This design comes from an exercise in tuning for small area on the open sky130 flow, not from production work.
In this exercise RTL edits were held to simulation tests only and were not proved equivalent to the original.
Power is estimated from default activity; no workload was simulated.

File: design/flow/design.v
`timescale 1ns / 1ps
module button_debounce(
    input clk,
    input rst,
    input button_in,
    output reg button_flag
);
    reg [1:0] sync;           
    reg stable_state;         
    reg [19:0] counter;       
    localparam DEBOUNCE_TIME = 20'd125;    
    always @(posedge clk or posedge rst) begin
        if (rst) begin
            sync <= 2'b11;
            stable_state <= 1'b1;
            button_flag <= 1'b0;
            counter <= 20'd0;
        end else begin
            sync[1] <= sync[0];
            sync[0] <= button_in;
            if (sync[0] == sync[1]) begin
                if (sync[0] != stable_state) begin
                    if (counter == DEBOUNCE_TIME) begin
                        stable_state <= sync[0];
                        if (stable_state == 1'b0) begin
                            button_flag <= 1'b1;
                        end
                    end else begin
                        counter <= counter + 1;
                    end
                end else begin
                    counter <= 0;
                    button_flag <= 1'b0;
                end
            end else begin
                counter <= 0;
            end
        end
    end
endmodule
`timescale 1ns / 1ps
    module LCD_display(
        input clk,
        input rst,
        input update,               
        input [3:0] sw_p,
        input [127:0] line1,        
        input [127:0] line2,        
        input flag_counter,
        output reg rs,
        output reg rw,
        output reg en,
        output reg [7:0] data
    );
        reg [3:0] state;
        reg [27:0] delay_counter;
        reg [4:0] char_index;  
        localparam INIT        = 4'd0;
        localparam DISPLAY_ON  = 4'd1;
        localparam CLEAR_ON    = 4'd2;
        localparam SET_CURSOR1 = 4'd3;
        localparam WRITE_LINE1 = 4'd4;
        localparam SET_CURSOR2 = 4'd5;
        localparam WRITE_LINE2 = 4'd6;
        localparam IDLE        = 4'd7;
        localparam CHECK_UPDATE = 4'd8;  
        always @(posedge clk or posedge rst) begin
            if (rst) begin
                rs <= 0; rw <= 0; en <= 0;
                data <= 8'b0;
                state <= INIT;
                delay_counter <= 0;
                char_index <= 0;
            end else begin
                delay_counter <= delay_counter + 1;
                case (state)
                    INIT: begin
                        if (delay_counter <= 5) begin
                            en <= 1; rs <= 0; rw <= 0; data <= 8'b00111000;  
                        end else if (delay_counter < 10) begin
                            en <= 0;
                        end else begin
                            delay_counter <= 0;
                            state <= DISPLAY_ON;
                        end
                    end
                    DISPLAY_ON: begin
                        if (delay_counter <= 5) begin
                            en <= 1; rs <= 0; rw <= 0; data <= 8'b00001100;  
                        end else if (delay_counter < 10) begin
                            en <= 0;
                        end else begin
                            delay_counter <= 0;
                            state <= CLEAR_ON;
                        end
                    end
                    CLEAR_ON: begin
                        if (delay_counter <= 5) begin
                            en <= 1; rs <= 0; rw <= 0; data <= 8'b00000001;  
                        end else if (delay_counter < 10) begin
                            en <= 0;
                        end else begin
                            delay_counter <= 0;
                            state <= SET_CURSOR1;
                        end
                    end
                    SET_CURSOR1: begin
                        if (delay_counter <= 5) begin
                            en <= 1; rs <= 0; rw <= 0; data <= 8'b10000000;  
                        end else if (delay_counter < 10) begin
                            en <= 0;
                        end else begin
                            delay_counter <= 0;
                            state <= WRITE_LINE1;
                        end
                    end
                    WRITE_LINE1: begin
                        if (char_index < 16) begin
                            if (delay_counter <= 5) begin
                                en <= 1; rs <= 1; rw <= 0; data <= (line1 >> (8 * (15 - char_index))) & 8'hFF;  
                            end else if (delay_counter < 10) begin
                                en <= 0;
                            end else begin
                                delay_counter <= 0;
                                char_index <= char_index + 1;
                            end
                        end else begin
                            delay_counter <= 0;
                            char_index <= 0;
                            state <= SET_CURSOR2;
                        end
                    end
                    SET_CURSOR2: begin
                        if (delay_counter <= 5) begin
                            en <= 1; rs <= 0; rw <= 0; data <= 8'b11000000;  
                        end else if (delay_counter < 10) begin
                            en <= 0;
                        end else begin
                            delay_counter <= 0;
                            state <= WRITE_LINE2;
                        end
                    end
                    WRITE_LINE2: begin
                        if (char_index < 16) begin
                            if (delay_counter <= 5) begin
                                en <= 1; rs <= 1; rw <= 0; data <= (line2 >> (8 * (15 - char_index))) & 8'hFF;  
                            end else if (delay_counter < 10) begin
                                en <= 0;
                            end else begin
                                delay_counter <= 0;
                                char_index <= char_index + 1;
                            end
                        end else begin
                            delay_counter <= 0;
                            char_index <= 0;
                            state <= IDLE;
                        end
                    end
                    IDLE: begin
                        en <= 0;
                        if (update || sw_p[0] || sw_p[1] || sw_p[2] || sw_p[3]) begin
                            state <= CHECK_UPDATE;
                            delay_counter <= 0;
                        end
                        else if (!update || !sw_p[0] || !sw_p[2] || !sw_p[3]) begin
                            state <= CHECK_UPDATE;
                            delay_counter <= 0;
                        end
                    end
                    CHECK_UPDATE: begin
                       if(delay_counter >= 1250) begin
                         state <= CLEAR_ON;
                         delay_counter <= 0;
                        end
                    end
                endcase
            end
        end
    endmodule
`timescale 1ns / 1ps
module top_button_handler(
    input wire clk,
    input wire rst,
    input wire [3:0] btn,                
    input wire [3:0] sw_p,               
    input wire sw_au,                    
    input wire update_money,
    output reg [3:0] seg_0_data,         
    output reg [3:0] seg_1_data,         
    output reg [3:0] seg_2_data,         
    output reg [3:0] seg_3_data,          
    output wire rs, rw, en,
    output reg [3:0] led,
    output wire [7:0] data
);
    localparam SHOW_TIME = 62500;        
    localparam SHOW_STEP = 12500;        
    reg [7:0] product_count_ready[4:0];  
    reg [7:0] money;                
    reg [7:0] price[4:0];               
    reg [7:0] price_to_pay;                
    reg [7:0] unit;                
    reg [7:0] dozen;                
    reg [7:0] product_count_current;       
    reg [7:0] selected_product;            
    reg [3:0] flag_led;
    integer i;                           
    reg [127:0] lcd_line1;               
    reg [127:0] lcd_line2;                
    reg [31:0] counter;
    reg [1:0] flag_counter;
    reg [7:0] count_down;
    reg [7:0] pcc_n;                     
    reg [7:0] ptp_n;                     
    reg [7:0] unit_n;
    reg [7:0] dozen_n;
    reg [7:0] pcr_n;                     
    wire btn0_flag, btn1_flag, btn2_flag, btn3_flag;
    button_debounce db0 (.clk(clk), .rst(rst), .button_in(btn[0]), .button_flag(btn0_flag));
    button_debounce db1 (.clk(clk), .rst(rst), .button_in(btn[1]), .button_flag(btn1_flag));
    button_debounce db2 (.clk(clk), .rst(rst), .button_in(btn[2]), .button_flag(btn2_flag));
    button_debounce db3 (.clk(clk), .rst(rst), .button_in(btn[3]), .button_flag(btn3_flag));
    LCD_display lcd_inst (
        .clk(clk),
        .rst(rst),
        .line1(lcd_line1),
        .line2(lcd_line2),
        .rs(rs),
        .rw(rw),
        .en(en),
        .data(data),
        .update(sw_au),
        .sw_p(sw_p),
        .flag_counter(flag_counter[0])
    );
    always @(posedge clk) begin
        case (sw_p)
            4'b0001: begin
                selected_product <= 8'd0;  
                flag_led <= 4'b0001;
            end
            4'b0010: begin
                selected_product <= 8'd1;  
                flag_led <= 4'b0010;
            end
            4'b0100: begin
                selected_product <= 8'd2;  
                flag_led <= 4'b0100;
            end
            4'b1000: begin
                selected_product <= 8'd3;  
                flag_led <= 4'b1000;
            end
            4'b0000: begin
                selected_product <= 8'd4;
                flag_led <= 4'b0000;
            end
            default: begin
                selected_product <= 8'd5;  
                flag_led <= 4'b0000;
            end
        endcase
    end
    always @(posedge clk or posedge rst) begin
        if (rst) begin
            money <= 8'd0;
            price[0] <= 8'd0;  
            price[1] <= 8'd0;  
            price[2] <= 8'd0;  
            price[3] <= 8'd0;  
            price[4] <= 8'd0;  
            counter <= 32'd0;
            flag_counter <= 2'd0;
            product_count_current <= 8'd0;
            price_to_pay <= 8'd0;
            count_down <= 8'd0;
            unit <= 8'd0;
            dozen <= 8'd0;
            for (i = 0; i <= 4; i = i + 1) begin
                product_count_ready[i] <= 8'd0;  
            end
            lcd_line1 <= 128'd0;
            lcd_line2 <= 128'd0;
            seg_0_data <= 4'd0;
            seg_1_data <= 4'd0;
            seg_2_data <= 4'd0;
            seg_3_data <= 4'd0;
            led <= 4'd0;
            pcc_n = 8'd0;
            ptp_n = 8'd0;
            unit_n = 8'd0;
            dozen_n = 8'd0;
            pcr_n = 8'd0;
        end else begin
            pcc_n = product_count_current;
            ptp_n = price_to_pay;
            unit_n = unit;
            dozen_n = dozen;
            pcr_n = 8'd0;
            seg_0_data <= money % 10;
            seg_1_data <= (money / 10) % 10;
            seg_2_data <= (money / 100) % 10;
            seg_3_data <= (money / 1000) % 10;
            if (sw_au == 0) begin
                if (selected_product != 4 && selected_product != 5) begin
                    pcr_n = product_count_ready[selected_product];
                    if(flag_counter == 1) begin
                         lcd_line1 <= {8'h20, 8'h20, 8'h20, 8'h20, 8'h53, 8'h55, 8'h43, 8'h43, 8'h45, 8'h53, 8'h53, 8'h21, 8'h20, 8'h20, 8'h20, 8'h20};
                         lcd_line2 <= {8'h20, 8'h20, 8'h20, 8'h20, 8'h20, 8'h20, 8'h20, 8'h36 - count_down, 8'h20, 8'h20, 8'h20, 8'h20, 8'h20, 8'h20, 8'h20, 8'h20};
                         if(counter < SHOW_TIME) begin
                            if (counter % SHOW_STEP == 0) begin
                                count_down <= count_down + 1;
                                if (led != 4'b0000)
                                    led <= 4'b0000;
                                else led <= flag_led;
                            end
                            counter <= counter + 1;
                         end else begin
                            counter <= 0;
                            flag_counter <= 0;
                            count_down <= 0;
                            led <= 4'b0000;
                         end
                    end else if (flag_counter == 2) begin
                        lcd_line1 <= {8'h4E, 8'h4F, 8'h54, 8'h20, 8'h45, 8'h4E, 8'h4F, 8'h55, 8'h47, 8'h48, 8'h20, 8'h4D, 8'h4F, 8'h4E, 8'h45, 8'h59};
                        lcd_line2 <= {8'h20, 8'h20, 8'h20, 8'h20, 8'h20, 8'h20, 8'h20, 8'h36 - count_down, 8'h20, 8'h20, 8'h20, 8'h20, 8'h20, 8'h20, 8'h20, 8'h20};
                        if(counter < SHOW_TIME) begin
                             if (counter % SHOW_STEP == 0)
                               count_down <= count_down + 1;
                            counter <= counter + 1;
                         end else begin
                            counter <= 0;
                            flag_counter <= 0;
                            count_down <= 0;
                         end
                       end
                    if (btn0_flag) begin
                        if (pcc_n < 9 && pcc_n < pcr_n)
                            pcc_n = pcc_n + 1;
                        ptp_n = price[selected_product] * pcc_n;
                        unit_n = ptp_n % 10;
                        dozen_n = ptp_n / 10;
                    end
                    if (btn1_flag) begin
                        if (pcc_n > 0)
                            pcc_n = pcc_n - 1;
                        ptp_n = price[selected_product] * pcc_n;
                        unit_n = ptp_n % 10;
                        dozen_n = ptp_n / 10;
                    end
                    if (btn2_flag && pcr_n > 0) begin
                         if (money >= ptp_n && pcc_n > 0) begin
                             money <= money - ptp_n;
                             pcr_n = pcr_n - pcc_n;
                             product_count_ready[selected_product] <= pcr_n;
                             pcc_n = 0;
                             ptp_n = 0;
                             unit_n = 0;
                             dozen_n = 0;
                             flag_counter <= 1;
                         end
                         else if (pcc_n > 0) flag_counter <= 2;
                    end
                    if (flag_counter == 0) begin
                        lcd_line1 <= {8'h52, 8'h65, 8'h61, 8'h64, 8'h79, 8'h3A, 8'h30 + pcr_n,   
                                     8'h20, 8'h50, 8'h72, 8'h69, 8'h63, 8'h65, 8'h3A, 8'h30 + price[selected_product], 8'h20};   
                        if (ptp_n < 10) begin
                            lcd_line2 <= {8'h43, 8'h6F, 8'h75, 8'h6E, 8'h74, 8'h3A, 8'h30 + pcc_n,   
                                        8'h20, 8'h50, 8'h72, 8'h69, 8'h63, 8'h65, 8'h3A, 8'h30 + ptp_n, 8'h20};   
                        end
                        else begin
                            lcd_line2 <= {8'h43, 8'h6F, 8'h75, 8'h6E, 8'h74, 8'h3A, 8'h30 + pcc_n,   
                                        8'h20, 8'h50, 8'h72, 8'h69, 8'h63, 8'h65, 8'h3A, 8'h30 + dozen_n , 8'h30 + unit_n};   
                        end
                    end
                end
                else if(selected_product == 4) begin  
                    if (btn0_flag && money < 9995) money <= money + 5;
                    if (btn1_flag && money < 9990) money <= money + 10;
                    if (btn2_flag) money <= 0;
                    lcd_line1 <= {8'h50, 8'h31, 8'h3A, 8'h30 + price[0], 8'h24, 8'h5F, 8'h30 + product_count_ready[0],  
                                 8'h20, 8'h20,
                                 8'h50, 8'h32, 8'h3A, 8'h30 + price[1], 8'h24, 8'h5F, 8'h30 + product_count_ready[1]};   
                    lcd_line2 <= {8'h50, 8'h33, 8'h3A, 8'h30 + price[2], 8'h24, 8'h5F, 8'h30 + product_count_ready[2],  
                                 8'h20, 8'h20,
                                 8'h50, 8'h34, 8'h3A, 8'h30 + price[3], 8'h24, 8'h5F, 8'h30 + product_count_ready[3]};   
                end
                else if(selected_product == 5) begin  
                    lcd_line1 <= {8'h4F, 8'h4E, 8'h4C, 8'h59, 8'h5F, 8'h31, 8'h5F, 8'h53, 8'h57, 8'h49, 8'h54, 8'h43, 8'h48, 8'h5F, 8'h4F, 8'h4E};
                    lcd_line2 <= {8'h20, 8'h20, 8'h20, 8'h20, 8'h20, 8'h20, 8'h20,
                                 8'h20, 8'h20, 8'h20, 8'h20, 8'h20, 8'h20, 8'h20, 8'h20, 8'h20};
                end
            end else begin
                 pcc_n = 8'd0;
                 ptp_n = 8'd0;
                if (selected_product != 4 && selected_product != 5) begin
                    if (btn0_flag) begin
                        if (price[selected_product] < 9)
                            price[selected_product] <= price[selected_product] + 1;
                    end
                    else if (btn1_flag) begin
                         if (price[selected_product] > 1)
                            price[selected_product] <= price[selected_product] - 1;
                    end
                    else if (btn2_flag) begin
                        if (product_count_ready[selected_product] < 9) begin
                            product_count_ready[selected_product] <= product_count_ready[selected_product] + 1;
                        end
                    end
                    else if (btn3_flag) begin
                        price[selected_product] <= 0;
                        product_count_ready[selected_product] <= 0;
                    end
                    lcd_line1 <= {8'h20, 8'h20, 8'h41, 8'h44, 8'h4D, 8'h49, 8'h4E, 8'h20, 8'h4D, 8'h4F, 8'h44, 8'h45, 8'h20, 8'h31 + selected_product, 8'h20, 8'h20};
                    lcd_line2 <= {8'h50, 8'h72, 8'h69, 8'h63, 8'h65, 8'h3A, 8'h30 + price[selected_product], 8'h24,  
                                  8'h20, 8'h20, 8'h20,  
                                  8'h4E, 8'h75, 8'h6D, 8'h3A, 8'h30 + product_count_ready[selected_product]};  
                end
                 else begin
                     lcd_line1 <= {8'h20, 8'h20, 8'h41, 8'h44, 8'h4D, 8'h49, 8'h4E,
                                   8'h20, 8'h4D, 8'h4F, 8'h44, 8'h45, 8'h20, 8'h20, 8'h20, 8'h20};
                     lcd_line2 <= {8'h20, 8'h20, 8'h20, 8'h20, 8'h20, 8'h20, 8'h20,
                                   8'h20, 8'h20, 8'h20, 8'h20, 8'h20, 8'h20, 8'h20, 8'h20, 8'h20};
                 end
            end
            product_count_current <= pcc_n;
            price_to_pay <= ptp_n;
            unit <= unit_n;
            dozen <= dozen_n;
        end
    end
endmodule
File: design/flow/run.sh
#!/bin/bash
# synth_recipe.tcl (not shown) runs the flow's synth.tcl, then flattens the netlist and writes it again
# the make line also repeats each setting of config.mk as NAME=value (left out here)
make -C /OpenROAD-flow-scripts/flow DESIGN_CONFIG=/design/flow/config.mk WORK_HOME=/design/flow/orfs CLKGATE_MAP_FILE= SYNTH_SCRIPT=/design/flow/synth_recipe.tcl finish
File: design/flow/config.mk
export PLATFORM = sky130hd
export DESIGN_NAME = top_button_handler
export DESIGN_NICKNAME = top_button_handler
export VERILOG_FILES = /design/flow/design.v
export SDC_FILE = /design/flow/constraint.sdc
export NUM_CORES = 4
export LEC_CHECK = 0
export CAP_MARGIN = 20
export CORE_MARGIN = 2
export CORE_UTILIZATION = 40
export SLEW_MARGIN = 20
File: design/flow/constraint.sdc
create_clock -name core_clock -period 22.0 [get_ports {clk}]
set_input_delay 4.4000 -clock core_clock [delete_from_list [all_inputs] [get_ports {clk}]]
set_output_delay 4.4000 -clock core_clock [all_outputs]
set_load 0.01 [all_outputs]
==> impl_metrics.env <==
export IMPL_required_ns=22.54
export IMPL_min_path_cells=0
export IMPL_place_hpwl_um=83100
export IMPL_critical_path_max_stage_delay_ns=0.65
export IMPL_synth_edff_count=0
export IMPL_hp_start="price[4][7]"
export IMPL_ir_worst_vdd_v=0.0000730
export IMPL_fp_dieH_um=320
export IMPL_port_buffers=34
export IMPL_path_clk_slew_ns=0.06
export IMPL_nets=4992
export IMPL_grt_usage_pct=22.3
export IMPL_synth_most_common_cell="nor2_1"
export IMPL_dieArea_um2=102000
export IMPL_netlist_area_um2=39800
export IMPL_area_growth_pct=9.15
export IMPL_ys_seq_area_share_pct=29.4
export IMPL_r2r_cells=64
export IMPL_slew_headroom_pct=22.4
export IMPL_synth_xor_area_share_pct=7.58
export IMPL_status="finished clean"
export IMPL_fin_ws_ns=1.54
export IMPL_cpMaxStageDelayCell="dfrtp_1"
export IMPL_worstMarginPinSlew_ns=1.16
export IMPL_antenna_found_initial=1
export IMPL_fin_area_um2=43500
export IMPL_fmax_mhz=48.9
export IMPL_synth_compound_area_share_pct=25.6
export IMPL_grt_pass1_vias=34100
export IMPL_maxCapViolations=0
export IMPL_grt_pass1_wl_um=189000
export IMPL_antenna_diode_count=0
export IMPL_async_reset_ff_share_pct=98.5
export IMPL_crit_path_start_kind="register"
export IMPL_synth_flop_cell="dfrtp_1"
export IMPL_core_area_um2=98600
export IMPL_multi_input_area_um2=26400
export IMPL_pin_count=43
export IMPL_synth_top_family_by_area="compound AO/OA/AOI/OAI gates"
export IMPL_finalHoldViolCount=0
export IMPL_use_met2_pct=35.4
export IMPL_r2r_end="led[0]"
export IMPL_drc=0
export IMPL_clkSinkCount=468
export IMPL_synth_seq_cells=468
export IMPL_muxShareOfSynthArea_pct=5.10
export IMPL_use_met1_pct=32.2
export IMPL_holdBufCountCts=0
export IMPL_crit_type="reg -> reg"
export IMPL_wire_per_inst_um=19.0
export IMPL_cts_tree="yes"
export IMPL_finalCritPeriodShare_pct=93.0
export IMPL_final_setup_skew_ns=0.0924
export IMPL_holdWs_ns=0.376
export IMPL_rr_startpoint="counter[25]"
export IMPL_synth_top_cell_area_share_pct=28.2
export IMPL_setup_tns_ns=0
export IMPL_synthCells=4930
export IMPL_synth_simple_area_share_pct=21.7
export IMPL_yosys_area_share_adder_pct=5.92
export IMPL_grt_max_degree=165
export IMPL_cp_max_fo=19
export IMPL_place_area_um2=41300
export IMPL_grt_busiest_layer="met2"
export IMPL_synthTopCellsByCount="nor2_1 (580), nand2_1 (506), dfrtp_1 (449)"
export IMPL_reg2reg_slack_ns=1.54
export IMPL_power_density_nw_per_um2=50.2
export IMPL_finalSetupViolCount=0
export IMPL_drt_iter0_markers=3323
export IMPL_cts_buffers=56
export IMPL_start_util_pct=40.4
export IMPL_overflow=0
export IMPL_ff_latch_area_um2=11700
export IMPL_dr_pass1_iters=6
export IMPL_p_leak_nw=17.9
export IMPL_clockRootBuffer="clkbuf_16"
export IMPL_synth_cell_type_count=142
export IMPL_place_inst=6046
export IMPL_synth_largest_area_cell="dfrtp_1"
export IMPL_die_w_um=320
export IMPL_fin_crit_ns=20.46
export IMPL_use_met3_pct=2.28
export IMPL_cts_htree_levels=2
export IMPL_avgSynthCellArea_um2=8.08
export IMPL_clk_latency_ns=0.70
export IMPL_crit_arrival_ns=21.01
export IMPL_hold_class="reg -> reg"
export IMPL_clk_path_buf_depth=3
export IMPL_worst_setup_path_end_kind="register"
export IMPL_holdPathEnd="price[4][7]"
export IMPL_fill_cells=9770
export IMPL_viasPerCell=5.99
export IMPL_routed_wl_um=117000
export IMPL_via_count=36800
export IMPL_synth_warning_count=5
export IMPL_fin_cells=6153
export IMPL_postRouteAntennaNets=0
export IMPL_rows=115
export IMPL_drive_gt1_share_pct=9.52
export IMPL_place_congestion=0.905
export IMPL_slew_viol_final=0
export IMPL_place_ws_ns=0.708
export IMPL_synthTopCellsByArea="dfrtp_1 (28%), nor2_1 (5.5%), nand2_1 (4.8%)"
-- worst max-delay path: cells and delay by family, from the launching register on --
kind	cells	cell delay [ns]
compound gates	46	13.83
simple gates	12	3.83
xor+xnor	2	0.69
mux	3	1.07
flops	1	0.65
buf+inv	1	0.19
-- layout by cell type (no fill, tap or decap), types with 33 or more instances in the layout --
cell type and instances:
a21o_1 54, nand2_1 506, o21a_1 38, o221ai_1 33, nor4_1 37, o31ai_1 43, o21ai_1 33, o21ai_0 299
clkbuf_16 56, xor2_1 127, a211oi_1 56, dfrtp_1 446, nor2_1 577, nor3_1 120, ha_1 134, clkdlybuf4s50_1 33
nand4_1 50, a22oi_1 56, or3_1 37, a31oi_1 58, or2_2 35, inv_1 164, mux2_2 65, o211ai_1 45
nand3_1 146, and3_1 71, a21oi_1 332, nand2b_1 48, nor2b_1 34, buf_4 95, o22ai_1 44, and2_1 36
xnor2_1 200, mux2i_1 100
-- metrics by stage --
stage                     util [%]  power [mW]
final                         44.1        2.18
after detailed placement      41.9        1.19
after floorplan                  -        1.10
after global placement        41.9        1.18
after CTS                     44.0        2.20
after global routing          44.1        2.27
-- final cells by class --
cell class / instances / area share (%)
Clock buffer: 80 / 3.84
Clock inverter: 24 / 0.843
Inverter: 174 / 1.52
Multi-Input combinational cell: 3989 / 60.7
Sequential cell: 468 / 26.9
Tap cell: 1287 / 3.70
Timing Repair Buffer: 131 / 2.50
-- state kept, by name, summed over array words and instances, names as in the netlist, 5 cells and up --
register	flops
lcd_line1	82
lcd_line2	60
price	40
product_count_ready	40
counter	32
lcd_inst.delay_counter	28
db0.counter	20
db1.counter	20
db2.counter	20
db3.counter	20
count_down	8
dozen	8
lcd_inst.data	8
money	8
price_to_pay	8
product_count_current	8
unit	8
lcd_inst.char_index	5
-- worst max path at each step --
stage,cells past startpoint,start,end
floorplan,70,counter[28],count_down[0]
global placement,64,counter[21],led[3]
detailed placement,65,counter[21],led[3]
CTS,65,counter[21],led[0]
global route,66,counter[25],led[0]
finish,64,counter[25],led[0]
-- where the power goes --
part	leakage (nW)	switching (mW)	internal (mW)
Clock	0.991	0.406	0.602
Sequential	6.01	0.0193	0.885
Combinational	10.9	0.178	0.0915
-- routing by layer --
layer  vias to the layer above  wire (µm)  part of all wire (%)
li1                      17800          -                     -
met2                      1066      52900                    45
met5                         -         13                 0.011
met1                     17800      54900                    47
met4                         2       2710                   2.3
met3                       173       6220                   5.3
-- cell families (layout without fill, tap and decap cells) --
family	after synthesis	after routing
simple gates	1823	1823
compound gates	1463	1463
buf+inv	479	409
flops	468	468
xor+xnor	338	338
mux	182	182
fa+ha+maj	176	176
other cells	1	7
-- what timing repair did --
item,in CTS,in global routing
gates resized for setup,0,20
setup buffers,0,3
endpoints found under the setup margin,0,12

separate check: timing with driven ports:
The results above use ideal ports. As a check the final layout listed here was re-extracted and re-timed, cells and wires unchanged. Step 1 assumes that a clkbuf_16 drives the clock port and a buf_2 every other input. Step 2 adds t to the input delays and takes it off the output delays; t is the mean of the earliest and latest rising clock arrival at the registers after step 1. Input paths then give back, and output paths get back, about the clock's delay inside the block. a / b / c = no drivers / after step 1 / after step 2; a / b = the first two.
shift t [ns]: 0.728
setup slack, ns: 1.537 / 1.537 / 1.537
hold WS [ns]: 0.376 / 0.376 / 0.376
worst slew at a driven data input, ns: 0.04
After both steps this run still meets setup and hold. The setup slack of this run moves by 0.000 ns with the drivers and by 0.000 ns with both steps.
